Background: an optimization exercise with open tools, aiming at small area. Do not read the settings as production practice.
The RTL was checked by simulation tests, not by an equivalence proof against the original design.
Power is estimated from default activity; no workload was simulated.

===== design/flow/config.mk =====
export PLATFORM = sky130hd
export DESIGN_NAME = cic3
export DESIGN_NICKNAME = cic3
export VERILOG_FILES = /design/flow/design.v
export SDC_FILE = /design/flow/constraint.sdc
export NUM_CORES = 4
export LEC_CHECK = 0
export CAP_MARGIN = 20
export CORE_MARGIN = 2
export CORE_UTILIZATION = 60
export CTS_BUF_LIST = sky130_fd_sc_hd__clkbuf_16
export CTS_CLUSTER_DIAMETER = 80
export CTS_CLUSTER_SIZE = 30
export SLEW_MARGIN = 20

===== design/flow/constraint.sdc =====
create_clock -name core_clock -period 5.0 [get_ports {clk}]
set_input_delay 1.0000 -clock core_clock [delete_from_list [all_inputs] [get_ports {clk}]]
set_output_delay 1.0000 -clock core_clock [all_outputs]
set_load 0.01 [all_outputs]

===== design/flow/design.v =====
module cic3
    #(parameter DECIMATION_FACTOR = 256,  
    parameter CLOCK_WIDTH = $clog2(DECIMATION_FACTOR),
    parameter NUMBITS = 3*CLOCK_WIDTH+1)
    (output logic [NUMBITS-1:0] out,  
    input logic in,  
    input logic clk,  
    input logic reset_n);  
localparam int W = 25;    
localparam int L = 141;   
localparam int PB = 26;   
localparam int PC = 52;   
localparam int PO = 119;  
localparam int NSEG = 3;
localparam int B1 = 9;    
localparam int B2 = 17;   
function automatic integer seg(input integer i);
    if (i >= B2) seg = 2;
    else if (i >= B1) seg = 1;
    else seg = 0;
endfunction
logic [7:0] cnt;           
logic [1:0] age;           
logic [W-1:0] acc1, acc2, acc3;
logic [NSEG-1:1] k1, k2, k3;   
logic [L-1:0] ring;
logic cy1, cy2;            
logic [W-1:0] sum1, sum2, sum3, acc3g, wr;
logic [W:0] cr1, cr2, cr3;
logic [NSEG-1:1] k1n, k2n, k3n;
logic ser_first, ser_act, out_load;
logic sa, sb, sc, s1, s2, c1i, c2i;
always_comb begin
    for (int i = 0; i < W; i++) begin
        wr[i]    = (cnt == seg(i));    
        acc3g[i] = wr[i] ? 1'b0 : acc3[i];
    end
    for (int i = 0; i < W; i++) begin
        if (i == 0) begin
            cr1[i] = in; cr2[i] = 1'b0; cr3[i] = 1'b0;
        end else if (i == B1) begin
            k1n[1] = cr1[i]; k2n[1] = cr2[i]; k3n[1] = cr3[i];
            cr1[i] = k1[1];  cr2[i] = k2[1];  cr3[i] = k3[1];
        end else if (i == B2) begin
            k1n[2] = cr1[i]; k2n[2] = cr2[i]; k3n[2] = cr3[i];
            cr1[i] = k1[2];  cr2[i] = k2[2];  cr3[i] = k3[2];
        end
        sum1[i]  = acc1[i] ^ cr1[i];
        cr1[i+1] = acc1[i] & cr1[i];
        sum2[i]  = acc2[i] ^ acc1[i] ^ cr2[i];
        cr2[i+1] = (acc2[i] & acc1[i]) | (acc2[i] & cr2[i]) | (acc1[i] & cr2[i]);
        sum3[i]  = acc3g[i] ^ acc2[i] ^ cr3[i];
        cr3[i+1] = (acc3g[i] & acc2[i]) | (acc3g[i] & cr3[i]) | (acc2[i] & cr3[i]);
    end
end
always_comb begin
    ser_first = (cnt == 8'd1);
    ser_act   = (cnt >= 8'd1) && (cnt <= 8'd25);
    out_load  = (cnt == 8'd127) && age[1];
    sa  = ring[0]  & (age != 2'd0);
    sb  = ring[PB-1] & age[1] & !ser_first;
    sc  = ring[PC] & (age == 2'd3);
    c1i = ser_first ? 1'b0 : cy1;
    c2i = ser_first ? 1'b1 : cy2;
    s1  = sa ^ sc ^ c1i;
    s2  = s1 ^ ~sb ^ c2i;
end
always_ff @(posedge clk or negedge reset_n) begin
    if (!reset_n) begin
        cnt  <= '0;
        age  <= '0;
        acc1 <= '0;
        acc2 <= '0;
        k1   <= '0;
        k2   <= '0;
    end else begin
        cnt  <= cnt + 1'b1;
        if (cnt == 8'd255 && age != 2'd3) age <= age + 1'b1;
        acc1 <= sum1;
        acc2 <= sum2;
        k1   <= k1n;
        k2   <= k2n;
    end
end
always_ff @(posedge clk) begin
    acc3 <= sum3;
    k3   <= k3n;
    cy1  <= (sa & sc) | (sa & c1i) | (sc & c1i);
    cy2  <= (s1 & ~sb) | (s1 & c2i) | (~sb & c2i);
    for (int i = 0; i < L; i++)
        ring[i] <= ring[(i+1) % L];
    for (int b = 0; b < W; b++)
        if (wr[b])
            ring[b - seg(b)] <= acc3[b];
    if (ser_act)
        ring[PC-1] <= s2;
end
always_ff @(posedge clk or negedge reset_n) begin
    if (!reset_n)
        out <= '0;
    else if (out_load)
        for (int b = 0; b < W; b++)
            out[b] <= ring[(PO+b) % L];
end
endmodule

===== design/flow/run.sh =====
#!/bin/bash
# synth_recipe.tcl (not shown) runs the flow's synth.tcl, then flattens the netlist and writes it again
# the make line also repeats each setting of config.mk as NAME=value (left out here)
make -C /OpenROAD-flow-scripts/flow DESIGN_CONFIG=/design/flow/config.mk WORK_HOME=/design/flow/orfs CLKGATE_MAP_FILE= SYNTH_SCRIPT=/design/flow/synth_recipe.tcl finish

==> flow_summary.rst, run 1 <==
.. list-table::
   :header-rows: 1

   * - Metric
     - Value
   * - Most common cell after layout, fill and taps aside
     - dfxtp_1
   * - Residual DRC count
     - 0
   * - Dpl cells
     - 703
   * - Die outline area
     - 0.01476 mm²
   * - Fin crit share
     - 91.42%
   * - Yosys top cell by area
     - dfxtp_1
   * - Drt first-iter violations
     - 183
   * - Net count of the mapped netlist
     - 586
   * - Number of global-route vias before repair
     - 3,675
   * - Initial antenna violation count
     - 0
   * - Worst vdd ir
     - 0.2786 mV
   * - Number of cells produced by synthesis
     - 503
   * - RSZ-0062 raised after global routing
     - false
   * - Final Wtd Congestion
     - 0.7516
   * - Setup CP Type
     - register to register
   * - Die Span Y
     - 121.5 µm
   * - Most frequently used flop master after synthesis
     - dfxtp_1
   * - Final Instance Count excl. Fillers
     - 723
   * - Antenna diodes
     - 0
   * - Final critical path time including I/O delays and setup
     - 4.571 ns
   * - H-Tree Level Count
     - 1
   * - Clock Tree Buf Depth
     - 3
   * - Arrival time of data at the critical path endpoint
     - 4.92 ns
   * - Sinks on Clock Net
     - 259
   * - CP Launch Type
     - register
   * - Gates resized, CTS repair
     - 0
   * - Async set-or-reset flop fraction in the synthesized netlist
     - 34.36%
   * - Overall overflow remaining after global route
     - 0
   * - Number of stages on the worst hold path
     - 0
   * - Avg Synthesized Cell Area
     - 16.47 µm²
   * - Number of standard-cell rows in the floorplan
     - 42
   * - Post-route antenna net violation count
     - 0
   * - Effective utilization at floorplan
     - 62.07%
   * - Final count of hold timing violations
     - 0
   * - Core area
     - 0.01335 mm²
   * - Clock root buffer
     - clkbuf_16
   * - Hold bufs inserted after CTS
     - 0
   * - Register bit total from synthesis
     - 259
   * - Final cell utilization of the core
     - 68.14%
   * - Setup violations, final
     - 0
   * - Static leakage
     - 4.261 nW
   * - Largest cells by area after synthesis
     - dfxtp_1 41%, dfrtp_1 27%, fa_1 12%
   * - Die outline width
     - 121.5 µm
   * - First-pass GRT wire length
     - 17,840 µm
   * - TritonCTS clock tree
     - done
   * - Post-Syn Area
     - 0.008285 mm²
   * - Hold WC Path Type
     - register to register
   * - GRT Overall Usage
     - 15.09%
   * - Post-route setup TNS
     - 0 ns
   * - Final design area excluding fillers
     - 0.009095 mm²
   * - Total iterations of the first detailed-routing run
     - 4
   * - Layout cell share with drive strength beyond 1
     - 12.98%
   * - Synth top area share
     - 41.08%
   * - Routed via count divided by cell count
     - 4.762
   * - Worst slack, placed
     - 0.4567 ns
   * - Inserted Clock Buffers
     - 12
   * - Achievable clock frequency
     - 218.8 MHz
   * - Cell chain of the critical path
     - nor3_2 -> buf_4 -> nand3_4 -> and2_1 -> fa_1 -> fa_1 -> fa_1 -> fa_1 -> fa_1 -> fa_1 -> fa_1 -> xnor2_1 -> xnor2_1
   * - Final layout net count
     - 624
   * - EDFF count, synth
     - 0
   * - Post-detailed-placement half-perimeter wirelength
     - 6726 µm
   * - Transition time at the pin with the least slew margin
     - 0.6827 ns
   * - Clock latency (worst-skew pair)
     - 0.47 ns
   * - Setup crit end kind
     - register
   * - Buffers inserted by post-CTS timing repair
     - 0
   * - Worst reg-to-reg path cell count
     - 13
   * - Outcome
     - no timing/DRC/antenna violations
   * - Overall routed net length
     - 10,000 µm
   * - Number of distinct library cells after synthesis
     - 35
   * - Max-slew violation count
     - 0
   * - Placement Cell Area
     - 0.008736 mm²
   * - Critical-path top delay cell
     - dfrtp_1
   * - Total via count after detailed routing
     - 3,443
   * - Largest net degree at the start of global routing
     - 58
   * - Average wire per standard cell
     - 13.83 µm
   * - Seq/Total Area, Yosys
     - 67.96%
   * - Stage delay of the slowest cell on the critical path
     - 0.46 ns
   * - Largest fanout on the critical path
     - 14
   * - Post-route setup slack
     - 0.4290 ns
   * - Count of buffers from port buffering
     - 27
   * - Count of maximum capacitance violations
     - 0
   * - Clock edge transition at the registers on the reported setup and hold paths
     - 0.11 ns
   * - Relative area change from synthesis to final layout
     - 9.770%
   * - Required time of the critical path
     - 5.35 ns
   * - YS warnings
     - 1
   * - Highest-count cells in the layout ignoring fill and taps
     - 170 x dfxtp_1, 89 x dfrtp_1, 48 x fa_1
   * - Count of pins on the block boundary
     - 28
   * - Cell mode on critical path
     - fa_1
   * - Power density cells
     - 418.1 mW/mm²
   * - Max_slew headroom
     - 54.49%
   * - Clock skew after layout
     - 0.01865 ns
sequential cells by signal, summed over array words and instances (netlist names), 2 cells and up:
name / flops
acc1: 25
k1: 2
acc3: 25
out: 25
acc2: 25
cnt: 8
k2: 2
age: 2
k3: 2
ring: 141
report_power, final:
group	switching [mW]	internal (mW)
registers	0.102	2.24
clock network	0.594	0.480
logic	0.200	0.190
total	0.896	2.91
metal layers:
| layer | global-route usage, % | vias up | share of wire, % |
|---|---|---|---|
| met4 | 4.023 | 0 | 2.1 |
| met5 | 0 | - | 0 |
| met3 | 2.350 | 13 | 2.2 |
| met2 | 22.16 | 33 | 43 |
| met1 | 23.80 | 1715 | 53 |
| li1 | - | 1682 | - |
area by class of cell:
cell class | instances | area (µm²)
Clock inverter | 7 | 33.78
Timing Repair Buffer | 33 | 312.8
Fill cell | 951 | 4253
Inverter | 34 | 127.6
Multi-Input combinational cell | 201 | 2445
Tap cell | 176 | 220.2
Sequential cell | 259 | 5630
Clock buffer | 13 | 325.3
synth_stat cells, drive strengths merged, types with 2 or more instances:
library cell,number
a32o,2
and2,22
buf,7
clkbuf,2
dfrtp,89
dfxtp,170
fa,48
ha,32
inv,34
mux2,47
nand2,8
nand2b,2
nand3,8
nand4,2
nor2,3
nor3,2
o211ai,4
xnor2,7
xor2,5
metrics by stage:
stage | power [mW] | hold slack [ns]
2_1_floorplan | 2.662 | 0.3096
3_3_place_gp | 2.754 | 0.3097
3_5_place_dp | 2.802 | 0.3121
4_1_cts | 3.868 | 0.3362
5_1_grt | 4.033 | 0.3415
6_report | 3.803 | 0.3293
critical path: cells and delay by family (launching register included):
kind	cells	cell delay, ns
buffers and inverters	1	0.24
xor gates and xnor gates	2	0.26
and+or+nand+nor	3	0.72
DFF	1	0.46
adders and majority gates	7	2.77
cell families after synthesis:
group	count (synthesis)	synth area share, %
flip-flops	259	67.96
adder cells (fa/ha/maj)	80	16.43
AND/OR/NAND/NOR	51	4.168
multiplexers	47	6.569
buffers and inverters	43	2.537
XOR/XNOR	12	1.268
AO/OA/AOI/OAI	11	1.072
worst paths after layout:
path,slack [ns],from,to
setup / recovery,0.43,cnt[7],acc3[24]
hold / removal,0.33,ring[79],ring[78]
setup reg to reg,0.43,cnt[7],acc3[24]
hold reg to reg,0.33,ring[79],ring[78]
max in group asynchronous,3.48,reset_n,out[2]
min in group asynchronous,0.46,reset_n,out[17]
==> run 2: changes to the inputs <==
--- a/design/flow/config.mk
+++ b/design/flow/config.mk
@@ -10,5 +10,5 @@
 export CORE_UTILIZATION = 60
-export CTS_BUF_LIST = sky130_fd_sc_hd__clkbuf_16
-export CTS_CLUSTER_DIAMETER = 80
-export CTS_CLUSTER_SIZE = 30
+export CTS_BUF_LIST = sky130_fd_sc_hd__clkbuf_8
+export CTS_CLUSTER_DIAMETER = 60
+export CTS_CLUSTER_SIZE = 20
 export SLEW_MARGIN = 20
==> run 2 against run 1 <==
Worst hold slack lost 0.0067 ns. Global-route usage grew 0.44 points. Synthesized cell count is the same. Maximum frequency grew 0.42%. Core utilization shrank 0.63 points. Combinational power is essentially flat. Clock skew grew 0.0022 ns. Largest cell class unchanged.
==> flow_summary.rst, run 2 <==
.. list-table::
   :header-rows: 1

   * - Metric
     - Value
   * - Synth top area share
     - 41.08%
   * - Die Span Y
     - 121.5 µm
   * - Post-Syn Area
     - 0.008285 mm²
   * - CP Launch Type
     - register
   * - Highest-count cells in the layout ignoring fill and taps
     - 170 x dfxtp_1, 89 x dfrtp_1, 48 x fa_1
   * - Layout cell share with drive strength beyond 1
     - 13.33%
   * - Gates resized, CTS repair
     - 0
   * - Reg power frac
     - 64.3%
   * - GRT Overall Usage
     - 15.53%
   * - Clock group share of total power
     - 24.9%
   * - Largest net degree at the start of global routing
     - 58
   * - Dpl cells
     - 703
   * - YS warnings
     - 1
   * - Final layout net count
     - 628
   * - Total power of the final layout
     - 3.634 mW
   * - Worst vdd ir
     - 0.3122 mV
   * - Die outline width
     - 121.5 µm
   * - Total iterations of the first detailed-routing run
     - 4
   * - Commonest cells in the netlist
     - 170 x dfxtp_1, 89 x dfrtp_1, 48 x fa_1
   * - Final Wtd Congestion
     - 0.7516
   * - Inserted Clock Buffers
     - 16
   * - Final critical path time including I/O delays and setup
     - 4.552 ns
   * - Routed via count divided by cell count
     - 4.722
   * - Outcome
     - no timing/DRC/antenna violations
   * - Yosys top cell by area
     - dfxtp_1
   * - Avg Synthesized Cell Area
     - 16.47 µm²
   * - Setup violations, final
     - 0
   * - Fin crit share
     - 91.04%
   * - Largest register FFs
     - 141
   * - Setup CP Type
     - register to register
   * - Number of distinct library cells after synthesis
     - 35
   * - Initial antenna violation count
     - 0
   * - Buffers inserted by post-CTS timing repair
     - 0
   * - Post-route setup TNS
     - 0 ns
   * - Share of power burned in combinational logic
     - 10.8%
   * - Cell with the most instances after synthesis
     - dfxtp_1
   * - Relative area change from synthesis to final layout
     - 8.759%
   * - Total via count after detailed routing
     - 3,452
   * - R2R Setup Slk
     - 0.45 ns
   * - Final count of hold timing violations
     - 0
   * - Internal power component
     - 2.747 mW
   * - Required time of the critical path
     - 5.45 ns
   * - Antenna diodes
     - 0
   * - Async set-or-reset flop fraction in the synthesized netlist
     - 34.36%
   * - Post-detailed-placement half-perimeter wirelength
     - 6726 µm
   * - Transition time at the pin with the least slew margin
     - 0.6884 ns
   * - Setup crit end kind
     - register
   * - Clock skew after layout
     - 0.02084 ns
   * - Average wire per standard cell
     - 13.80 µm
   * - Power density cells
     - 403.3 mW/mm²
   * - Die outline area
     - 0.01476 mm²
   * - Net count of the mapped netlist
     - 586
   * - Number of standard-cell rows in the floorplan
     - 42
   * - Register bit total from synthesis
     - 259
   * - Clock Tree Buf Depth
     - 3
   * - Number of global-route vias before repair
     - 3,755
   * - Final Instance Count excl. Fillers
     - 731
   * - Achievable clock frequency
     - 219.7 MHz
   * - First-pass GRT wire length
     - 18,260 µm
   * - Clock latency (worst-skew pair)
     - 0.51 ns
   * - EDFF count, synth
     - 0
   * - Hold WC Path Type
     - register to register
   * - Register with the most flip-flops
     - ring
   * - Overall overflow remaining after global route
     - 0
   * - Number of cells produced by synthesis
     - 503
   * - Count of maximum capacitance violations
     - 0
   * - Seq/Total Area, Yosys
     - 67.96%
   * - TritonCTS clock tree
     - done
   * - Core area
     - 0.01335 mm²
   * - Switching part of the total power
     - 24.40%
   * - H-Tree Level Count
     - 1
   * - Hold bufs inserted after CTS
     - 0
   * - Most frequently used flop master after synthesis
     - dfxtp_1
   * - Clock edge transition at the registers on the reported setup and hold paths
     - 0.12 ns
   * - Clock root buffer
     - clkbuf_8
   * - Largest fanout on the critical path
     - 4
   * - Largest cells by area after synthesis
     - dfxtp_1 41%, dfrtp_1 27%, fa_1 12%
   * - Switching Power
     - 886.5 µW
   * - RSZ-0062 raised after global routing
     - false
   * - Effective utilization at floorplan
     - 62.07%
   * - Count of buffers from port buffering
     - 27
   * - Overall routed net length
     - 10,090 µm
   * - Residual DRC count
     - 0
   * - Sinks on Clock Net
     - 259
   * - Post-route antenna net violation count
     - 0
   * - Drt first-iter violations
     - 194
   * - Static leakage
     - 4.243 nW
   * - Count of pins on the block boundary
     - 28
   * - Max_slew headroom
     - 54.11%
   * - Arrival time of data at the critical path endpoint
     - 5.01 ns
   * - Most common cell after layout, fill and taps aside
     - dfxtp_1
   * - Max-slew violation count
     - 0
==> run 2: cell types whose count changed in the layout (fill, tap and decap cells not counted) <==
cell and change:
clkbuf_8 +17, clkbuf_16 -13, inv_1 +5, inv_8 -1
==> run 2: cells by family (layout without fill, tap and decap cells) <==
logic type      after synthesis  in the layout  synth area share (%)
mux                          47             47                 6.569
compound gates               11             11                 1.072
fa+ha+maj                    80             80                 16.43
flops                       259            259                 67.96
xor+xnor                     12             12                 1.268
buf+inv                      43             95                 2.537
simple gates                 51             51                 4.168
==> run 2: path summary, 6_finish.rpt <==
check	start	to	cells past startpoint
min	ring[39]	ring[38]	0
max	cnt[0]	acc3[8]	15
max in group asynchronous	reset_n	acc1[23]	2
min reg2reg	ring[39]	ring[38]	0
max reg2reg	cnt[0]	acc3[8]	15
min in group asynchronous	reset_n	out[17]	1
==> run 2: cell type report <==
cell class | instances | area, µm²
clock inverters | 11 | 41.29
well taps | 176 | 220.2
clock buffers | 17 | 234.0
repair buffers | 33 | 312.8
fillers | 948 | 4337
multi-input cells | 201 | 2445
flip-flops and latches | 259 | 5630
inverters | 34 | 127.6
==> run 2: metrics by stage <==
step           worst slack, ns  area, µm²  hold slack (ns)  utilization, %
2_1_floorplan           0.2679       8285           0.3096               -
3_3_place_gp            0.5250       8736           0.3097           65.45
3_5_place_dp            0.4567       8736           0.3121           65.45
4_1_cts                 0.4094       9011           0.3244           67.51
5_1_grt                 0.2115       9011           0.3290           67.51
6_report                0.4481       9011           0.3226           67.51
==> run 2: critical path, cell delays in order (launching register included) <==
cell and delay [ns]:
dfrtp_1 0.44, inv_1 0.10, ha_1 0.27, nand3_4 0.11, and2_1 0.18, ha_1 0.19, fa_1 0.39, fa_1 0.40
fa_1 0.38, fa_1 0.38, fa_1 0.39, fa_1 0.39, fa_1 0.37, inv_1 0.07, fa_1 0.40, inv_1 0.06
==> run 2: routing by layer <==
metal | part of all wire [%] | track usage, % | vias to the layer above
li1 | - | - | 1690
met1 | 52 | 24.30 | 1704
met2 | 42 | 22.26 | 44
met3 | 3.5 | 3.383 | 14
met4 | 2.1 | 4.167 | 0
met5 | 0 | 0 | -
==> run 2: power groups by stage <==
| stage | clock network [mW] | registers (mW) | logic (mW) |
|---|---|---|---|
| final | 0.905 | 2.34 | 0.391 |
| after global routing | 1.03 | 2.36 | 0.489 |
| after CTS | 0.945 | 2.34 | 0.414 |
| after detailed placement | 0 | 2.39 | 0.412 |
| after global placement | 0 | 2.39 | 0.366 |
| after floorplan | 0 | 2.36 | 0.302 |
==> run 3: changes to the inputs <==
--- a/design/flow/config.mk
+++ b/design/flow/config.mk
@@ -9,6 +9,6 @@
 export CORE_MARGIN = 2
-export CORE_UTILIZATION = 60
+export CORE_UTILIZATION = 70
 export CTS_BUF_LIST = sky130_fd_sc_hd__clkbuf_8
-export CTS_CLUSTER_DIAMETER = 60
-export CTS_CLUSTER_SIZE = 20
+export CTS_CLUSTER_DIAMETER = 50
+export CTS_CLUSTER_SIZE = 16
 export SLEW_MARGIN = 20
==> run 3 against run 2 <==
Non-clock buffer count decreased by 1. Die area down 14%. Wire length grew 0.57%. Critical path type unchanged. Critical endpoint unchanged. Largest cell class unchanged. Largest power group unchanged.
==> flow_summary.rst, run 3 <==
.. list-table::
   :header-rows: 1

   * - Metric
     - Value
   * - Final count of hold timing violations
     - 0
   * - Post-detailed-placement half-perimeter wirelength
     - 6924 µm
   * - Transition time at the pin with the least slew margin
     - 0.5704 ns
   * - TritonCTS clock tree
     - done
   * - Die Span Y
     - 112.8 µm
   * - Required time of the critical path
     - 5.46 ns
   * - Overall routed net length
     - 10,150 µm
   * - GRT Overall Usage
     - 17.77%
   * - Setup crit end kind
     - register
   * - Routed via count divided by cell count
     - 4.932
   * - Max_slew headroom
     - 61.97%
   * - Number of cells produced by synthesis
     - 503
   * - Number of global-route vias before repair
     - 3,776
   * - Max-slew violation count
     - 0
   * - Buffers inserted by post-CTS timing repair
     - 0
   * - Cell chain of the critical path
     - inv_1 -> ha_1 -> nand3_4 -> and2_1 -> ha_1 -> fa_1 -> fa_1 -> fa_1 -> fa_1 -> fa_1 -> fa_1 -> fa_1 -> inv_1 -> fa_1 -> inv_1
   * - EDFF count, synth
     - 0
   * - Final Wtd Congestion
     - 0.7181
   * - Setup violations, final
     - 0
   * - Largest fanout on the critical path
     - 17
   * - CP Launch Type
     - register
   * - Drt first-iter violations
     - 201
   * - Hold WC Path Type
     - register to register
   * - Die outline width
     - 112.8 µm
   * - Setup CP Type
     - register to register
   * - Layout cell share with drive strength beyond 1
     - 14.08%
   * - Antenna diodes
     - 0
   * - Met1 layer wirelength in the final routing
     - 4936 µm
   * - Arrival time of data at the critical path endpoint
     - 5.15 ns
   * - Synth top area share
     - 41.08%
   * - Fin crit share
     - 93.74%
   * - Static leakage
     - 4.286 nW
   * - Relative area change from synthesis to final layout
     - 9.182%
   * - Post-Syn Area
     - 0.008285 mm²
   * - Residual DRC count
     - 0
   * - Async set-or-reset flop fraction in the synthesized netlist
     - 34.36%
   * - Most frequently used flop master after synthesis
     - dfxtp_1
   * - Stage delay of the slowest cell on the critical path
     - 0.42 ns
   * - Critical-path top delay cell
     - dfrtp_1
   * - Clock skew after layout
     - 0.01736 ns
   * - Number of stages on the worst hold path
     - 0
   * - Highest-count cells in the layout ignoring fill and taps
     - 170 x dfxtp_1, 89 x dfrtp_1, 48 x fa_1
   * - Largest net degree at the start of global routing
     - 47
   * - Sinks on Clock Net
     - 259
   * - Number of distinct library cells after synthesis
     - 35
   * - Clock edge transition at the registers on the reported setup and hold paths
     - 0.10 ns
   * - Largest register FFs
     - 141
   * - Cell mode on critical path
     - fa_1
   * - Net count of the mapped netlist
     - 586
   * - Final critical path time including I/O delays and setup
     - 4.687 ns
   * - Die outline area
     - 0.01272 mm²
   * - Outcome
     - no timing/DRC/antenna violations
   * - Inserted Clock Buffers
     - 20
   * - H-Tree Level Count
     - 1
   * - Clock latency (worst-skew pair)
     - 0.51 ns
   * - Register with the most flip-flops
     - ring
   * - Yosys top cell by area
     - dfxtp_1
   * - Largest cells by area after synthesis
     - dfxtp_1 41%, dfrtp_1 27%, fa_1 12%
   * - Hold bufs inserted after CTS
     - 0
   * - Number of standard-cell rows in the floorplan
     - 39
   * - Highest metal used
     - met4
   * - Final Instance Count excl. Fillers
     - 704
   * - YS warnings
     - 1
   * - Placement Cell Area
     - 0.008687 mm²
   * - Register bit total from synthesis
     - 259
   * - Most common cell after layout, fill and taps aside
     - dfxtp_1
   * - First-pass GRT wire length
     - 18,040 µm
   * - Average wire per standard cell
     - 14.41 µm
   * - Post-route setup TNS
     - 0 ns
   * - Count of maximum capacitance violations
     - 0
   * - Total via count after detailed routing
     - 3,472
   * - Post-route antenna net violation count
     - 0
   * - Effective utilization at floorplan
     - 72.25%
   * - Initial antenna violation count
     - 0
   * - Gates resized, CTS repair
     - 0
   * - Routed met3 length
     - 324 µm
   * - Worst vdd ir
     - 0.3976 mV
   * - Overall overflow remaining after global route
     - 0
   * - Count of pins on the block boundary
     - 28
   * - Met2 wire length
     - 4575 µm
   * - Core area
     - 0.01147 mm²
   * - Final cell utilization of the core
     - 78.89%
   * - Achievable clock frequency
     - 213.4 MHz
   * - RSZ-0062 raised after global routing
     - false
   * - Power density cells
     - 413.8 mW/mm²
   * - Commonest cells in the netlist
     - 170 x dfxtp_1, 89 x dfrtp_1, 48 x fa_1
   * - Dpl cells
     - 669
   * - Final design area excluding fillers
     - 0.009046 mm²
   * - Total iterations of the first detailed-routing run
     - 4
   * - Fill cell count
     - 636
   * - Seq/Total Area, Yosys
     - 67.96%
   * - Avg Synthesized Cell Area
     - 16.47 µm²
   * - Clock root buffer
     - clkbuf_8
   * - Worst reg-to-reg path cell count
     - 15
   * - Clock Tree Buf Depth
     - 3
   * - Count of buffers from port buffering
     - 27
   * - Final layout net count
     - 631
   * - Cell with the most instances after synthesis
     - dfxtp_1
-- run 3: kinds of logic after synthesis --
| group | after synthesis | synth area share [%] |
|---|---|---|
| AOI/OAI and AO/OA | 11 | 1.072 |
| muxes | 47 | 6.569 |
| adders and majority gates | 80 | 16.43 |
| DFF | 259 | 67.96 |
| and+or+nand+nor | 51 | 4.168 |
| xor gates and xnor gates | 12 | 1.268 |
| buffers and inverters | 43 | 2.537 |
-- run 3: area by class of cell --
| class | count | area [µm²] | area share [%] |
|---|---|---|---|
| Sequential cell | 259 | 5630 | 62.24 |
| Multi-Input combinational cell | 201 | 2445 | 27.03 |
| Timing Repair Buffer | 32 | 305.3 | 3.375 |
| Clock buffer | 22 | 302.8 | 3.347 |
| Tap cell | 143 | 178.9 | 1.978 |
| Inverter | 34 | 127.6 | 1.411 |
| Clock inverter | 13 | 56.30 | 0.6224 |
-- run 3: worst paths after layout --
kind                               start  endpoint  slack [ns]
worst max-delay path              cnt[0]   acc3[8]        0.31
worst min-delay path            ring[32]  ring[31]        0.33
worst max register to register    cnt[0]   acc3[8]        0.31
worst min register to register  ring[32]  ring[31]        0.33
max in group asynchronous        reset_n   out[21]        3.53
min in group asynchronous        reset_n  acc2[21]        0.49
-- run 3: through the flow --
stage / total power [mW] / setup WS [ns] / hold slack [ns]
after floorplan: 2.662 / 0.2679 / 0.3096
after global placement: 2.749 / 0.3857 / 0.3096
after detailed placement: 2.792 / 0.3256 / 0.3121
after CTS: 3.801 / 0.3056 / 0.3335
after global routing: 3.986 / 0.05672 / 0.3389
final: 3.744 / 0.3131 / 0.3282
-- run 3: critical path: cells and delay by family, from the launching register on --
kind	cells	cell delay (ns)
DFF	1	0.42
and+or+nand+nor	2	0.45
buffers and inverters	3	0.24
adders and majority gates	10	3.52
-- run 3: power breakdown --
| group | switching (mW) | internal, mW |
|---|---|---|
| Sequential | 0.101 | 2.24 |
| Clock | 0.604 | 0.411 |
| Combinational | 0.202 | 0.190 |
-- run 3: routing by layer --
metal,track usage [%],vias up
met5,0,-
met4,6.260,0
met3,3.535,22
met2,27.03,47
met1,26.21,1693
li1,-,1710
==> run 4: changes to the inputs <==
--- a/design/flow/design.v
+++ b/design/flow/design.v
@@ -22,3 +22,3 @@
 logic [7:0] cnt;           
-logic [1:0] age;           
+logic first;              
 logic [W-1:0] acc1, acc2, acc3;
@@ -58,6 +58,6 @@
     ser_act   = (cnt >= 8'd1) && (cnt <= 8'd25);
-    out_load  = (cnt == 8'd127) && age[1];
-    sa  = ring[0]  & (age != 2'd0);
-    sb  = ring[PB-1] & age[1] & !ser_first;
-    sc  = ring[PC] & (age == 2'd3);
+    out_load  = (cnt == 8'd127);
+    sa  = ring[0];
+    sb  = ring[PB-1] & !ser_first;
+    sc  = ring[PC];
     c1i = ser_first ? 1'b0 : cy1;
@@ -70,3 +70,3 @@
         cnt  <= '0;
-        age  <= '0;
+        first <= 1'b1;
         acc1 <= '0;
@@ -77,3 +77,3 @@
         cnt  <= cnt + 1'b1;
-        if (cnt == 8'd255 && age != 2'd3) age <= age + 1'b1;
+        if (cnt == 8'd255) first <= 1'b0;
         acc1 <= sum1;
@@ -94,9 +94,9 @@
             ring[b - seg(b)] <= acc3[b];
-    if (ser_act)
+    if (first)
+        ring[PC-1] <= 1'b0;
+    else if (ser_act)
         ring[PC-1] <= s2;
 end
-always_ff @(posedge clk or negedge reset_n) begin
-    if (!reset_n)
-        out <= '0;
-    else if (out_load)
+always_ff @(posedge clk) begin
+    if (out_load)
         for (int b = 0; b < W; b++)
==> design/flow/flow/run.sh (new file) <==
#!/bin/bash
export BUFFER_PORTS_ARGS="-buffer_cell sky130_fd_sc_hd__buf_1"
bash standard.sh > standard.log 2>&1
==> design/flow/standard.sh (new file) <==
#!/bin/bash
# synth_recipe.tcl (not shown) runs the flow's synth.tcl, then flattens the netlist and writes it again
# the make line also repeats each setting of config.mk as NAME=value (left out here)
make -C /OpenROAD-flow-scripts/flow DESIGN_CONFIG=/design/flow/config.mk WORK_HOME=/design/flow/orfs CLKGATE_MAP_FILE= SYNTH_SCRIPT=/design/flow/synth_recipe.tcl "${@:-finish}"
removed: design/flow/run.sh
==> run 4 against run 3 <==
Wire length fell by 8.2%. Critical endpoint unchanged. Synthesized area fell by 4.5%. Synthesized cell count fell by 8.0%.
==> flow_summary.rst, run 4 <==
.. list-table::
   :header-rows: 1

   * - Metric
     - Value
   * - Outcome
     - no timing/DRC/antenna violations
   * - Drt first-iter violations
     - 147
   * - Share of power burned in combinational logic
     - 10.7%
   * - YS warnings
     - 1
   * - TritonCTS clock tree
     - done
   * - Power density cells
     - 437.1 mW/mm²
   * - Critical-path top delay cell
     - dfrtp_2
   * - Synth top area share
     - 42.99%
   * - Register area
     - 0.005733 mm²
   * - Cell mode on critical path
     - fa_1
   * - Setup violations, final
     - 0
   * - Register bit total from synthesis
     - 258
   * - Die Span Y
     - 110.3 µm
   * - Fin crit share
     - 94.72%
   * - Max_slew headroom
     - 49.11%
   * - Post-Syn Area
     - 0.007916 mm²
   * - Sinks on Clock Net
     - 258
   * - Cell chain of the critical path
     - nor3_4 -> and2_4 -> nand2_4 -> and2_1 -> ha_1 -> fa_1 -> fa_1 -> fa_1 -> fa_1 -> fa_1 -> fa_1 -> fa_1 -> inv_1 -> fa_1 -> inv_1
   * - Post-route setup TNS
     - 0 ns
   * - Die outline width
     - 110.3 µm
   * - Hold slack final
     - 0.3298 ns
   * - Cell with the most instances after synthesis
     - dfxtp_1
   * - Area of the multi-input gates
     - 0.002046 mm²
   * - Number of distinct library cells after synthesis
     - 31
   * - Net count of the mapped netlist
     - 544
   * - Residual DRC count
     - 0
   * - Routed via count divided by cell count
     - 4.898
   * - Highest-count cells in the layout ignoring fill and taps
     - 170 x dfxtp_1, 61 x dfrtp_1, 48 x fa_1
   * - Hold WC Path Type
     - register to register
   * - Largest net degree at the start of global routing
     - 64
   * - Effective utilization at floorplan
     - 72.39%
   * - Async set-or-reset flop fraction in the synthesized netlist
     - 24.42%
   * - Clock edge transition at the registers on the reported setup and hold paths
     - 0.10 ns
   * - Avg Synthesized Cell Area
     - 17.10 µm²
   * - Number of cells produced by synthesis
     - 463
   * - Static leakage
     - 3.939 nW
   * - Final layout net count
     - 595
   * - Count of maximum capacitance violations
     - 0
   * - Total iterations of the first detailed-routing run
     - 4
   * - Fill cell count
     - 642
   * - Average wire per standard cell
     - 14.01 µm
   * - Setup crit end kind
     - register
   * - Switching part of the total power
     - 24.40%
   * - H-Tree Level Count
     - 1
   * - Overall routed net length
     - 9314 µm
   * - Final count of hold timing violations
     - 0
   * - Post-detailed-placement half-perimeter wirelength
     - 6274 µm
   * - Switching Power
     - 913.7 µW
   * - Worst vdd ir
     - 0.3686 mV
   * - Inserted Clock Buffers
     - 20
   * - Layout cell share with drive strength beyond 1
     - 11.43%
   * - Achievable clock frequency
     - 211.2 MHz
   * - Setup CP Type
     - register to register
   * - Stage delay of the slowest cell on the critical path
     - 0.46 ns
   * - Final Wtd Congestion
     - 0.7435
   * - Number of global-route vias before repair
     - 3,407
   * - Yosys top cell by area
     - dfxtp_1
   * - Post-route antenna net violation count
     - 0
   * - Reg power frac
     - 62.9%
   * - Clock root buffer
     - clkbuf_8
   * - Number of standard-cell rows in the floorplan
     - 38
   * - Relative area change from synthesis to final layout
     - 8.219%
   * - CP Launch Type
     - register
   * - Most common cell after layout, fill and taps aside
     - dfxtp_1
   * - Clock Tree Buf Depth
     - 3
   * - Total via count after detailed routing
     - 3,257
   * - Commonest cells in the netlist
     - 170 x dfxtp_1, 62 x dfrtp_1, 48 x fa_1
   * - Internal power component
     - 2.831 mW
   * - Worst slack, placed
     - 0.1906 ns
   * - Core area
     - 0.01094 mm²
   * - Clock latency (worst-skew pair)
     - 0.51 ns
   * - Final critical path time including I/O delays and setup
     - 4.736 ns
   * - Register with the most flip-flops
     - ring
   * - Count of buffers from port buffering
     - 27
   * - Required time of the critical path
     - 5.46 ns
   * - Overall overflow remaining after global route
     - 0
   * - Largest fanout on the critical path
     - 17
   * - Seq/Total Area, Yosys
     - 72.40%
   * - Post-route setup slack
     - 0.2641 ns
   * - Final design area excluding fillers
     - 0.008567 mm²
   * - Initial antenna violation count
     - 0
   * - Die outline area
     - 0.01218 mm²
   * - Count of pins on the block boundary
     - 28
   * - Hold bufs inserted after CTS
     - 0
   * - Clock skew after layout
     - 0.01611 ns
   * - Arrival time of data at the critical path endpoint
     - 5.20 ns
   * - Clock group share of total power
     - 26.3%
   * - Most frequently used flop master after synthesis
     - dfxtp_1
   * - EDFF count, synth
     - 25
   * - First-pass GRT wire length
     - 15,990 µm
   * - Largest register FFs
     - 141
   * - Transition time at the pin with the least slew margin
     - 0.7633 ns
   * - Largest cells by area after synthesis
     - dfxtp_1 43%, dfrtp_1 20%, fa_1 12%
   * - Placement Cell Area
     - 0.008205 mm²
   * - Max-slew violation count
     - 0
   * - Antenna diodes
     - 0
   * - GRT Overall Usage
     - 17.12%
run 4: cell count changes in the layout (fill, tap and decap cells not counted), moves of 3 or more:
| cell | previous run | this run |
|---|---|---|
| buf_1 | 0 | 26 |
| dfrtp_1 | 89 | 61 |
| mux2_4 | 4 | 1 |
| inv_1 | 46 | 43 |
| mux2_1 | 5 | 0 |
| o211ai_1 | 4 | 0 |
| edfxtp_1 | 0 | 25 |
| clkdlybuf4s50_1 | 26 | 0 |
| mux2_2 | 38 | 20 |
run 4: cells by family after synthesis:
logic type,share of synthesized area [%]
multiplexers,3.035
buffers and inverters,2.023
flip-flops,72.40
AND/OR/NAND/NOR,3.383
AO/OA/AOI/OAI,1.059
XOR/XNOR,1.217
adder cells (fa/ha/maj),16.88
run 4: final cells by class:
| type | count | share of cell area (%) |
|---|---|---|
| clock inverters | 13 | 0.7302 |
| well taps | 140 | 2.045 |
| inverters | 34 | 1.490 |
| flip-flops and latches | 258 | 66.92 |
| clock buffers | 20 | 3.213 |
| repair buffers | 33 | 1.723 |
| multi-input cells | 167 | 23.88 |
run 4: worst max-delay path: cells and delay by family (launching register included):
kind                       cells  cell delay, ns
adders and majority gates      9            3.29
and+or+nand+nor                4            0.79
DFF                            1            0.46
buffers and inverters          2            0.14
run 4: worst paths after layout:
kind	start	to	slack, ns	cells after the start
min reg2reg	ring[51]	ring[50]	0.33	0
max reg2reg	cnt[5]	acc3[8]	0.26	15
min	ring[51]	ring[50]	0.33	0
max in group asynchronous	reset_n	cnt[5]	3.82	2
min in group asynchronous	reset_n	acc2[14]	0.65	2
max	cnt[5]	acc3[8]	0.26	15
run 4: repair_timing:
| action | in CTS | in global routing |
|---|---|---|
| gates resized for setup | 0 | 4 |
| setup buffers | 0 | 1 |
| setup endpoints to repair | 0 | 1 |
run 4: power by group through the flow:
stage	sequential, mW	clock [mW]	combinational [mW]
after floorplan	2.38	0	0.302
after global placement	2.40	0	0.353
after detailed placement	2.41	0	0.417
after CTS	2.36	1.01	0.423
after global routing	2.38	1.09	0.513
final	2.36	0.985	0.402
run 4: routing by layer:
layer | track usage (%) | up-vias | share of wire, %
li1 | - | 1585 | -
met1 | 24.72 | 1612 | 47
met2 | 26.95 | 42 | 47
met3 | 3.233 | 18 | 3.2
met4 | 5.268 | 0 | 2.2
met5 | 0 | - | 0
run 4: metrics by stage:
step | util [%] | std cells | total power, mW
floorplan | - | 463 | 2.680
global placement | 75.03 | 631 | 2.753
detailed placement | 75.03 | 631 | 2.827
CTS | 78.12 | 664 | 3.799
global route | 78.34 | 665 | 3.984
finish | 78.34 | 665 | 3.745
==> run 5: changes to the inputs <==
==> design/flow/flow/run.sh (replaced) <==
#!/bin/bash
export BUFFER_PORTS_ARGS="-buffer_cell sky130_fd_sc_hd__buf_1"
export CTS_ARGS="-sink_clustering_enable -repair_clock_nets -sink_clustering_size 24 -sink_clustering_max_diameter 60 -buf_list sky130_fd_sc_hd__clkbuf_16 -root_buf sky130_fd_sc_hd__clkbuf_16 -dont_use_dummy_load"
bash standard.sh > standard.log 2>&1
==> run 5 against run 4 <==
Still clean on timing, DRC and antenna. Cell area grew 0.44%. Global-route usage grew 0.90 points. Cell count shrank 2.7%. Synthesized area is the same. Die area is the same. Non-clock buffer count is the same. Combinational power is essentially flat. Wire length grew 4.3%. Count of clock-buffer cells in the layout shrank 5. Clock power grew 13%. Via count shrank 0.95%. Critical path type unchanged. Largest cell class unchanged. Highest routed layer unchanged.
==> flow_summary.rst, run 5 <==
.. list-table::
   :header-rows: 1

   * - Metric
     - Value
   * - Max-slew violation count
     - 0
   * - Number of cells produced by synthesis
     - 463
   * - Final count of hold timing violations
     - 0
   * - H-Tree Level Count
     - 1
   * - Critical-path top delay cell
     - dfrtp_2
   * - Layout cell share with drive strength beyond 1
     - 10.06%
   * - Required time of the critical path
     - 5.40 ns
   * - Total via count after detailed routing
     - 3,226
   * - Post-Syn Area
     - 0.007916 mm²
   * - Count of pins on the block boundary
     - 28
   * - Die Span Y
     - 110.3 µm
   * - Most frequently used flop master after synthesis
     - dfxtp_1
   * - Core area
     - 0.01094 mm²
   * - Drt first-iter violations
     - 130
   * - Average wire per standard cell
     - 15.02 µm
   * - Die outline area
     - 0.01218 mm²
   * - Final Wtd Congestion
     - 0.7435
   * - Cell with the most instances after synthesis
     - dfxtp_1
   * - Max_slew headroom
     - 48.76%
   * - Antenna diodes
     - 0
   * - Register bit total from synthesis
     - 258
   * - Inserted Clock Buffers
     - 15
   * - Net count of the mapped netlist
     - 544
   * - Transition time at the pin with the least slew margin
     - 0.7687 ns
   * - Clock Tree Buf Depth
     - 3
   * - Clock edge transition at the registers on the reported setup and hold paths
     - 0.09 ns
   * - Async set-or-reset flop fraction in the synthesized netlist
     - 24.42%
   * - Cell chain of the critical path
     - nor3_4 -> and2_4 -> nand2_4 -> and2_1 -> ha_1 -> fa_1 -> fa_1 -> fa_1 -> fa_1 -> fa_1 -> fa_1 -> fa_1 -> inv_1 -> fa_1 -> inv_1
   * - Final critical path time including I/O delays and setup
     - 4.744 ns
   * - Largest cells by area after synthesis
     - dfxtp_1 43%, dfrtp_1 20%, fa_1 12%
   * - Power density cells
     - 450.1 mW/mm²
   * - R2R Setup Slk
     - 0.26 ns
   * - Number of standard-cell rows in the floorplan
     - 38
   * - Fill cell count
     - 626
   * - Routed via count divided by cell count
     - 4.986
   * - Setup CP Type
     - register to register
   * - CP Launch Type
     - register
   * - Post-route antenna net violation count
     - 0
   * - Timing startpoint of the critical path
     - cnt[3]
   * - Fin crit share
     - 94.89%
   * - Post-route setup slack
     - 0.2555 ns
   * - Register with the most flip-flops
     - ring
   * - Hold bufs inserted after CTS
     - 0
   * - Largest fanout on the critical path
     - 17
   * - Highest-count cells in the layout ignoring fill and taps
     - 170 x dfxtp_1, 61 x dfrtp_1, 48 x fa_1
   * - Setup crit end kind
     - register
   * - Stage delay of the slowest cell on the critical path
     - 0.47 ns
   * - Clock skew after layout
     - 0.05854 ns
   * - Total iterations of the first detailed-routing run
     - 4
   * - Seq/Total Area, Yosys
     - 72.40%
   * - Cell mode on critical path
     - fa_1
   * - TritonCTS clock tree
     - done
   * - Relative area change from synthesis to final layout
     - 8.693%
   * - Worst slack, placed
     - 0.1906 ns
   * - Most common cell after layout, fill and taps aside
     - dfxtp_1
   * - Effective utilization at floorplan
     - 72.39%
   * - First-pass GRT wire length
     - 16,640 µm
   * - Count of buffers from port buffering
     - 27
   * - GRT Overall Usage
     - 18.02%
   * - Worst vdd ir
     - 0.4556 mV
   * - Number of distinct library cells after synthesis
     - 31
   * - Sinks on Clock Net
     - 258
   * - Post-detailed-placement half-perimeter wirelength
     - 6274 µm
   * - Overall overflow remaining after global route
     - 0
   * - Setup violations, final
     - 0
   * - Arrival time of data at the critical path endpoint
     - 5.15 ns
   * - Number of global-route vias before repair
     - 3,456
   * - YS warnings
     - 1
   * - Hold WC Path Type
     - register to register
   * - RSZ-0062 raised after global routing
     - false
   * - Die outline width
     - 110.3 µm
   * - Avg Synthesized Cell Area
     - 17.10 µm²
   * - Commonest cells in the netlist
     - 170 x dfxtp_1, 62 x dfrtp_1, 48 x fa_1
   * - Final cell utilization of the core
     - 78.68%
   * - Largest net degree at the start of global routing
     - 64
   * - Largest register FFs
     - 141
   * - EDFF count, synth
     - 25
   * - Synth top area share
     - 42.99%
   * - Static leakage
     - 3.914 nW
   * - Overall routed net length
     - 9716 µm
   * - Count of maximum capacitance violations
     - 0
   * - Total power of the final layout
     - 3.873 mW
   * - CP endpoint
     - acc3[8]
   * - Outcome
     - no timing/DRC/antenna violations
   * - Capture instance of the worst register-to-register path
     - acc3[8]
   * - Clock root buffer
     - clkbuf_16
   * - Worst reg-to-reg path cell count
     - 15
   * - Residual DRC count
     - 0
   * - Worst reg2reg path startpoint
     - cnt[3]
   * - Final layout net count
     - 590
   * - Initial antenna violation count
     - 0
   * - Achievable clock frequency
     - 210.8 MHz
   * - Clock latency (worst-skew pair)
     - 0.47 ns
   * - Post-route setup TNS
     - 0 ns
   * - Yosys top cell by area
     - dfxtp_1
-- run 5: cell types whose count changed in the layout (fill, tap and decap cells not counted) --
cell	before	now
clkbuf_16	0	15
clkbuf_8	20	0
clkinv_2	1	0
clkinv_4	1	0
inv_1	43	34
inv_4	1	0
inv_6	1	0
-- run 5: worst min path at each step --
stage	startpoint	to	slack, ns	cells past startpoint
floorplan	ring[101]	ring[100]	0.31	0
global placement	ring[114]	ring[113]	0.31	0
detailed placement	ring[117]	ring[116]	0.31	0
CTS	ring[117]	ring[116]	0.33	0
global route	ring[66]	ring[65]	0.34	0
finish	ring[66]	ring[65]	0.33	0
-- run 5: layout make-up --
type	count	area (µm²)	area share, %
Timing Repair Buffer	33	147.6	1.716
Tap cell	140	175.2	2.036
Inverter	34	127.6	1.483
Clock buffer	15	375.4	4.362
Multi-Input combinational cell	167	2046	23.77
Sequential cell	258	5733	66.63
-- run 5: repair_timing --
item                                    CTS  global route
gates resized for setup                   0             4
buffers inserted                          0             1
endpoints found under the setup margin    0             1
-- run 5: kinds of logic (layout without fill, tap and decap cells) --
family / Yosys count / in the layout / synth area share (%)
AO/OA/AOI/OAI: 11 / 11 / 1.059
adder cells (fa/ha/maj): 78 / 78 / 16.88
XOR/XNOR: 11 / 11 / 1.217
AND/OR/NAND/NOR: 46 / 46 / 3.383
flip-flops: 258 / 258 / 72.40
multiplexers: 21 / 21 / 3.035
buffers and inverters: 38 / 82 / 2.023
-- run 5: metrics by stage --
stage / instances / hold WS [ns] / area [µm²]
floorplan: 463 / 0.3096 / 7916
global placement: 631 / 0.3129 / 8205
detailed placement: 631 / 0.3121 / 8205
CTS: 646 / 0.3321 / 8581
global route: 647 / 0.3397 / 8605
finish: 647 / 0.3320 / 8605
-- run 5: power breakdown --
group,leakage (nW),internal (mW),total (mW),switching (mW)
Clock,0.185,0.536,1.11,0.578
Combinational,1.23,0.197,0.404,0.207
Sequential,2.49,2.25,2.36,0.103
-- run 5: metal layers --
metal	wire, µm	part of all wire, %	up-vias	track usage [%]
met1	4512	46	1605	25.52
li1	-	-	1565	-
met3	264	2.7	16	2.881
met4	243	2.5	0	5.536
met5	0	0	-	0
met2	4696	48	40	29.32
-- run 5: critical path, delay by kind of cell (launching register included) --
| kind | cells | cell delay (ns) |
|---|---|---|
| flip-flops | 1 | 0.47 |
| AND/OR/NAND/NOR | 4 | 0.77 |
| buffers and inverters | 2 | 0.14 |
| adder cells (fa/ha/maj) | 9 | 3.29 |
==> run 6: changes to the inputs <==
==> design/flow/flow/run.sh (replaced) <==
#!/bin/bash
export BUFFER_PORTS_ARGS="-buffer_cell sky130_fd_sc_hd__buf_1"
export CTS_ARGS="-sink_clustering_enable -repair_clock_nets -sink_clustering_size 16 -sink_clustering_max_diameter 50 -buf_list sky130_fd_sc_hd__clkbuf_8 -root_buf sky130_fd_sc_hd__clkbuf_8 -dont_use_dummy_load"
bash standard.sh > standard.log 2>&1
==> run 6 against run 5 <==
Still clean. Flip-flop and latch count unchanged. Core utilization down 0.82 points. Maximum frequency increased by 0.32%. Synthesized cell count unchanged. Clock power is 17% lower. Count of clock-buffer cells in the layout increased by 5. Critical path type unchanged.
==> flow_summary.rst, run 6 <==
.. list-table::
   :header-rows: 1

   * - Metric
     - Value
   * - Avg Synthesized Cell Area
     - 17.10 µm²
   * - Net count of the mapped netlist
     - 544
   * - GRT Overall Usage
     - 16.93%
   * - H-Tree Level Count
     - 1
   * - Transition time at the pin with the least slew margin
     - 0.7667 ns
   * - Overall routed net length
     - 9198 µm
   * - Post-route setup TNS
     - 0 ns
   * - Largest cells by area after synthesis
     - dfxtp_1 43%, dfrtp_1 20%, fa_1 12%
   * - Residual DRC count
     - 0
   * - Number of standard-cell rows in the floorplan
     - 38
   * - Hold bufs inserted after CTS
     - 0
   * - Total via count after detailed routing
     - 3,234
   * - Clock Tree Buf Depth
     - 3
   * - Clock skew after layout
     - 0.04269 ns
   * - Clock root buffer
     - clkbuf_8
   * - EDFF count, synth
     - 25
   * - Effective utilization at floorplan
     - 72.39%
   * - Average wire per standard cell
     - 14.09 µm
   * - Sinks on Clock Net
     - 258
   * - Seq/Total Area, Yosys
     - 72.40%
   * - Worst vdd ir
     - 0.3859 mV
   * - Post-route setup slack
     - 0.2706 ns
   * - Highest-count cells in the layout ignoring fill and taps
     - 170 x dfxtp_1, 59 x dfrtp_1, 48 x fa_1
   * - CP Launch Type
     - register
   * - Setup crit end kind
     - register
   * - Count of buffers from port buffering
     - 27
   * - Register with the most flip-flops
     - ring
   * - YS warnings
     - 1
   * - Most common cell after layout, fill and taps aside
     - dfxtp_1
   * - Outcome
     - no timing/DRC/antenna violations
   * - Post-detailed-placement half-perimeter wirelength
     - 6274 µm
   * - Fin crit share
     - 94.59%
   * - Final layout net count
     - 596
   * - Max-slew violation count
     - 0
   * - Synth top area share
     - 42.99%
   * - Die Span Y
     - 110.3 µm
   * - Worst slack, placed
     - 0.1906 ns
   * - Die outline width
     - 110.3 µm
   * - Clock edge transition at the registers on the reported setup and hold paths
     - 0.09 ns
   * - Achievable clock frequency
     - 211.4 MHz
   * - Largest register FFs
     - 141
   * - Register bit total from synthesis
     - 258
   * - Post-Syn Area
     - 0.007916 mm²
   * - Overall overflow remaining after global route
     - 0
   * - Hold WC Path Type
     - register to register
   * - Die outline area
     - 0.01218 mm²
   * - Required time of the critical path
     - 5.43 ns
   * - Antenna diodes
     - 0
   * - Final count of hold timing violations
     - 0
   * - Setup CP Type
     - register to register
   * - Arrival time of data at the critical path endpoint
     - 5.16 ns
   * - Final critical path time including I/O delays and setup
     - 4.729 ns
   * - Cell with the most instances after synthesis
     - dfxtp_1
   * - Commonest cells in the netlist
     - 170 x dfxtp_1, 62 x dfrtp_1, 48 x fa_1
   * - Core area
     - 0.01094 mm²
   * - Drt first-iter violations
     - 131
   * - Async set-or-reset flop fraction in the synthesized netlist
     - 24.42%
   * - Initial antenna violation count
     - 0
   * - Final Wtd Congestion
     - 0.7435
   * - Max_slew headroom
     - 48.89%
   * - Yosys top cell by area
     - dfxtp_1
   * - Number of distinct library cells after synthesis
     - 31
   * - Relative area change from synthesis to final layout
     - 7.555%
   * - Layout cell share with drive strength beyond 1
     - 11.50%
   * - Fill cell count
     - 649
   * - Final cell utilization of the core
     - 77.86%
   * - Most frequently used flop master after synthesis
     - dfxtp_1
   * - Largest fanout on the critical path
     - 17
   * - RSZ-0062 raised after global routing
     - false
   * - Largest net degree at the start of global routing
     - 64
   * - Setup violations, final
     - 0
   * - Count of pins on the block boundary
     - 28
   * - Static leakage
     - 3.877 nW
   * - Number of cells produced by synthesis
     - 463
   * - Inserted Clock Buffers
     - 20
   * - Post-route antenna net violation count
     - 0
   * - Routed via count divided by cell count
     - 4.953
   * - Hold slack final
     - 0.3307 ns
   * - Dpl cells
     - 631
   * - Power density cells
     - 431.6 mW/mm²
   * - Total iterations of the first detailed-routing run
     - 4
   * - First-pass GRT wire length
     - 15,810 µm
   * - Clock latency (worst-skew pair)
     - 0.50 ns
   * - Number of global-route vias before repair
     - 3,410
   * - Final Instance Count excl. Fillers
     - 653
   * - Count of maximum capacitance violations
     - 0
   * - TritonCTS clock tree
     - done
run 6: final timing paths:
kind	start	end	slack, ns	depth (start not counted)
worst max-delay path	cnt[5]	acc3[8]	0.27	15
worst min-delay path	ring[36]	ring[35]	0.33	0
worst max register to register	cnt[5]	acc3[8]	0.27	15
worst min register to register	ring[36]	ring[35]	0.33	0
max in group asynchronous	reset_n	cnt[7]	3.80	2
min in group asynchronous	reset_n	cnt[6]	0.67	2
run 6: worst max-delay path, cell delays in order (launching register included):
cell and delay, ns:
dfrtp_2 0.46, nor3_4 0.23, and2_4 0.19, nand2_4 0.13
and2_1 0.21, ha_1 0.19, fa_1 0.38, fa_1 0.39
fa_1 0.39, fa_1 0.39, fa_1 0.39, fa_1 0.38
fa_1 0.37, inv_1 0.08, fa_1 0.40, inv_1 0.06
run 6: kinds of logic (layout without fill, tap and decap cells):
family	Yosys count	count (layout)	share of synthesized area, %
DFF	258	258	72.40
adders and majority gates	78	78	16.88
and+or+nand+nor	46	46	3.383
buffers and inverters	38	88	2.023
muxes	21	21	3.035
AOI/OAI and AO/OA	11	11	1.059
xor gates and xnor gates	11	11	1.217
run 6: layout make-up:
| class | instances | area (µm²) | share of cell area [%] |
|---|---|---|---|
| inverter | 34 | 127.6 | 1.499 |
| tap | 140 | 175.2 | 2.057 |
| sequential | 258 | 5736 | 67.36 |
| multi-input combinational | 167 | 2046 | 24.03 |
| timing repair buffer | 34 | 155.1 | 1.822 |
| clock buffer | 20 | 275.3 | 3.233 |
run 6: what timing repair did:
action                     CTS  global route
gates resized for setup      0             6
buffers inserted             0             2
setup endpoints to repair    0             1
run 6: stage by stage:
stage / cell area, µm² / power (mW)
finish: 8514 / 3.675
global placement: 8205 / 2.753
detailed placement: 8205 / 2.827
global route: 8514 / 3.912
CTS: 8481 / 3.729
floorplan: 7916 / 2.680
run 6: metal layers:
metal | GRT usage, % | vias up | share of wire [%]
li1 | - | 1572 | -
met1 | 24.45 | 1599 | 47
met2 | 26.73 | 40 | 47
met3 | 3.175 | 23 | 3.3
met4 | 5.089 | 0 | 2.5
met5 | 0 | - | 0
run 6: power by group:
part | switching, mW | leakage [nW] | internal (mW)
clock network | 0.559 | 0.144 | 0.360
logic | 0.204 | 1.24 | 0.195
registers | 0.104 | 2.49 | 2.25
total | 0.867 | 3.88 | 2.81
==> run 7: changes to the inputs <==
==> design/flow/flow/run.sh (replaced) <==
#!/bin/bash
export BUFFER_PORTS_ARGS="-buffer_cell sky130_fd_sc_hd__buf_1"
export CTS_ARGS="-sink_clustering_enable -repair_clock_nets -sink_clustering_size 12 -sink_clustering_max_diameter 40 -buf_list sky130_fd_sc_hd__clkbuf_4 -root_buf sky130_fd_sc_hd__clkbuf_8 -dont_use_dummy_load"
bash standard.sh > standard.log 2>&1
==> run 7 against run 6 <==
Wire length up 0.60%. Sequential power about the same. Setup slack better by 0.0017 ns. Synthesized area unchanged. Total power down 1.9%. Non-clock buffer count unchanged. Via count up 1.5%. Maximum frequency about the same.
==> flow_summary.rst, run 7 <==
.. list-table::
   :header-rows: 1

   * - Metric
     - Value
   * - Setup crit end kind
     - register
   * - Placement Cell Area
     - 0.008205 mm²
   * - Final Wtd Congestion
     - 0.7435
   * - Register with the most flip-flops
     - ring
   * - Async set-or-reset flop fraction in the synthesized netlist
     - 24.42%
   * - EDFF count, synth
     - 25
   * - Count of buffers from port buffering
     - 27
   * - Post-route setup TNS
     - 0 ns
   * - Seq/Total Area, Yosys
     - 72.40%
   * - Die outline area
     - 0.01218 mm²
   * - Largest fanout on the critical path
     - 17
   * - Sinks on Clock Net
     - 258
   * - Min-Delay Startpoint
     - ring[103]
   * - Switching Power
     - 859.6 µW
   * - YS warnings
     - 1
   * - Power density cells
     - 425.1 mW/mm²
   * - R2R Setup Slk
     - 0.27 ns
   * - Number of cells produced by synthesis
     - 463
   * - Routed via count divided by cell count
     - 4.959
   * - CP Launch Type
     - register
   * - Setup CP Type
     - register to register
   * - Reg power frac
     - 65.4%
   * - Largest cells by area after synthesis
     - dfxtp_1 43%, dfrtp_1 20%, fa_1 12%
   * - Timing startpoint of the critical path
     - cnt[7]
   * - Clock edge transition at the registers on the reported setup and hold paths
     - 0.12 ns
   * - Synth top area share
     - 42.99%
   * - Cell chain of the critical path
     - nor3_4 -> and2_4 -> nand2_4 -> and2_1 -> ha_1 -> fa_1 -> fa_1 -> fa_1 -> fa_1 -> fa_1 -> fa_1 -> fa_1 -> inv_1 -> fa_1 -> inv_1
   * - Transition time at the pin with the least slew margin
     - 0.7638 ns
   * - Total iterations of the first detailed-routing run
     - 4
   * - Net count of the mapped netlist
     - 544
   * - Cell mode on critical path
     - fa_1
   * - Die outline width
     - 110.3 µm
   * - Count of maximum capacitance violations
     - 0
   * - Relative area change from synthesis to final layout
     - 7.081%
   * - Highest-count cells in the layout ignoring fill and taps
     - 170 x dfxtp_1, 58 x dfrtp_1, 48 x fa_1
   * - Clock Tree Buf Depth
     - 3
   * - Avg Synthesized Cell Area
     - 17.10 µm²
   * - Commonest cells in the netlist
     - 170 x dfxtp_1, 62 x dfrtp_1, 48 x fa_1
   * - Most frequently used flop master after synthesis
     - dfxtp_1
   * - Max_slew headroom
     - 49.08%
   * - Worst reg2reg path startpoint
     - cnt[7]
   * - Cell with the most instances after synthesis
     - dfxtp_1
   * - Inserted Clock Buffers
     - 29
   * - Drt first-iter violations
     - 120
   * - Kind of cell adding the most delay to the critical path
     - adder cells
   * - Arrival time of data at the critical path endpoint
     - 5.17 ns
   * - Overall routed net length
     - 9253 µm
   * - Antenna diodes
     - 0
   * - Residual DRC count
     - 0
   * - Clock root buffer
     - clkbuf_8
   * - Initial antenna violation count
     - 0
   * - Die Span Y
     - 110.3 µm
   * - Yosys top cell by area
     - dfxtp_1
   * - Total power of the final layout
     - 3.604 mW
   * - Number of distinct library cells after synthesis
     - 31
   * - Setup violations, final
     - 0
   * - H-Tree Level Count
     - 1
   * - Required time of the critical path
     - 5.45 ns
   * - Final design area excluding fillers
     - 0.008477 mm²
   * - GRT Overall Usage
     - 17.08%
   * - Hold bufs inserted after CTS
     - 0
   * - RSZ-0062 raised after global routing
     - false
   * - Clock group share of total power
     - 23.6%
   * - Hold WC Path Type
     - register to register
   * - Most common cell after layout, fill and taps aside
     - dfxtp_1
   * - Worst vdd ir
     - 0.3276 mV
   * - Clock skew after layout
     - 0.05761 ns
   * - Clock latency (worst-skew pair)
     - 0.52 ns
   * - Average wire per standard cell
     - 13.98 µm
   * - Register bit total from synthesis
     - 258
   * - Worst Path Buf+Inv
     - 2
   * - Final critical path time including I/O delays and setup
     - 4.728 ns
   * - Static leakage
     - 3.871 nW
   * - Post-Syn Area
     - 0.007916 mm²
   * - Achievable clock frequency
     - 211.5 MHz
   * - Stage delay of the slowest cell on the critical path
     - 0.47 ns
   * - Core area
     - 0.01094 mm²
   * - Number of standard-cell rows in the floorplan
     - 38
   * - Number of global-route vias before repair
     - 3,498
   * - Overall overflow remaining after global route
     - 0
   * - Effective utilization at floorplan
     - 72.39%
   * - Total via count after detailed routing
     - 3,283
   * - Layout cell share with drive strength beyond 1
     - 13.22%
   * - Final layout net count
     - 605
   * - Largest register FFs
     - 141
   * - Post-route antenna net violation count
     - 0
   * - Critical-path top delay cell
     - dfrtp_2
   * - Internal power component
     - 2.744 mW
   * - First-pass GRT wire length
     - 15,970 µm
   * - Max-slew violation count
     - 0
   * - Switching part of the total power
     - 23.85%
   * - Share of power burned in combinational logic
     - 11.0%
   * - Fin crit share
     - 94.55%
   * - Largest net degree at the start of global routing
     - 64
   * - Count of pins on the block boundary
     - 28
   * - TritonCTS clock tree
     - done
   * - Outcome
     - no timing/DRC/antenna violations
   * - Post-detailed-placement half-perimeter wirelength
     - 6274 µm
   * - Final count of hold timing violations
     - 0
run 7: cell types whose count changed in the layout (fill, tap and decap cells not counted):
cell / delta
clkbuf_4: +26
clkbuf_8: -17
dfrtp_1: -1
dfrtp_2: +1
run 7: cell type report:
class                      instances  area, µm²
inverter                          34      127.6
sequential                       258       5737
tap                              140      175.2
fill                             662       2459
clock buffer                      29      236.5
multi-input combinational        167       2046
timing repair buffer              34      155.1
run 7: routing by layer:
metal	part of all wire (%)	track usage (%)
met5	0	0
met4	2.0	7.054
met1	47	24.44
met3	2.9	3.116
met2	48	26.34
run 7: per-stage QoR:
| stage | cells | hold slack, ns | utilization (%) | setup slack (ns) |
|---|---|---|---|---|
| 2_1_floorplan | 463 | 0.3096 | - | 0.3439 |
| 3_3_place_gp | 631 | 0.3129 | 75.03 | 0.3115 |
| 3_5_place_dp | 631 | 0.3121 | 75.03 | 0.1906 |
| 4_1_cts | 660 | 0.3272 | 77.20 | 0.1282 |
| 5_1_grt | 662 | 0.3238 | 77.52 | 0.006168 |
| 6_report | 662 | 0.3286 | 77.52 | 0.2723 |
run 7: repair_timing:
item | in CTS | in global routing
setup endpoints to repair | 0 | 1
gates resized for setup | 0 | 7
buffers inserted | 0 | 2
run 7: power groups by stage:
stage | Combinational [mW] | Clock (mW) | Sequential [mW]
after detailed placement | 0.417 | 0 | 2.41
final | 0.397 | 0.850 | 2.36
after global placement | 0.353 | 0 | 2.40
after CTS | 0.419 | 0.887 | 2.36
after global routing | 0.512 | 0.965 | 2.38
after floorplan | 0.302 | 0 | 2.38
run 7: logic make-up after synthesis:
group                    count (synthesis)  share of synthesized area (%)
AND/OR/NAND/NOR                         46                          3.383
buffers and inverters                   38                          2.023
AO/OA/AOI/OAI                           11                          1.059
multiplexers                            21                          3.035
flip-flops                             258                          72.40
adder cells (fa/ha/maj)                 78                          16.88
XOR/XNOR                                11                          1.217
run 7: worst paths after layout:
kind                             end  cells past startpoint
max in group asynchronous   acc2[10]                      2
max                          acc3[8]                     15
min                        ring[102]                      0
min in group asynchronous   acc2[16]                      2
max reg2reg                  acc3[8]                     15
min reg2reg                ring[102]                      0

[re-timing with driven ports]
How much do the figures lean on ideal ports? The routed layouts below were timed once more, with nothing changed but the port constraints. Step 1: set_driving_cell puts a clkbuf_16 on clk and a buf_2 on each other input, an assumption about the parent block. Step 2, shift: input delay + t, output delay - t, t = (earliest + latest rising clock arrival at the registers) / 2. This alone moves slack from input paths to output paths. Slacks: no drivers / after step 1 / after step 2; pairs: no drivers / after step 1.
run | t, ns | setup slack, ns | latest minus earliest clock arrival (ns) | worst register clock-pin slew, ns | cell pins on the clock port's net
run 1 | 0.500 | 0.429 / 0.429 / 0.429 | 0.020 / 0.020 | 0.11 / 0.11 | 1
run 2 | 0.536 | 0.448 / 0.448 / 0.448 | 0.021 / 0.021 | 0.12 / 0.12 | 1
run 3 | 0.538 | 0.313 / 0.313 / 0.313 | 0.017 / 0.017 | 0.10 / 0.10 | 1
run 4 | 0.532 | 0.264 / 0.264 / 0.264 | 0.018 / 0.019 | 0.10 / 0.10 | 1
run 5 | 0.485 | 0.256 / 0.256 / 0.256 | 0.060 / 0.060 | 0.09 / 0.09 | 1
run 6 | 0.510 | 0.271 / 0.271 / 0.271 | 0.050 / 0.051 | 0.09 / 0.09 | 1
run 7 | 0.522 | 0.272 / 0.272 / 0.272 | 0.057 / 0.058 | 0.12 / 0.12 | 1
After both steps setup and hold are still met in every run listed.
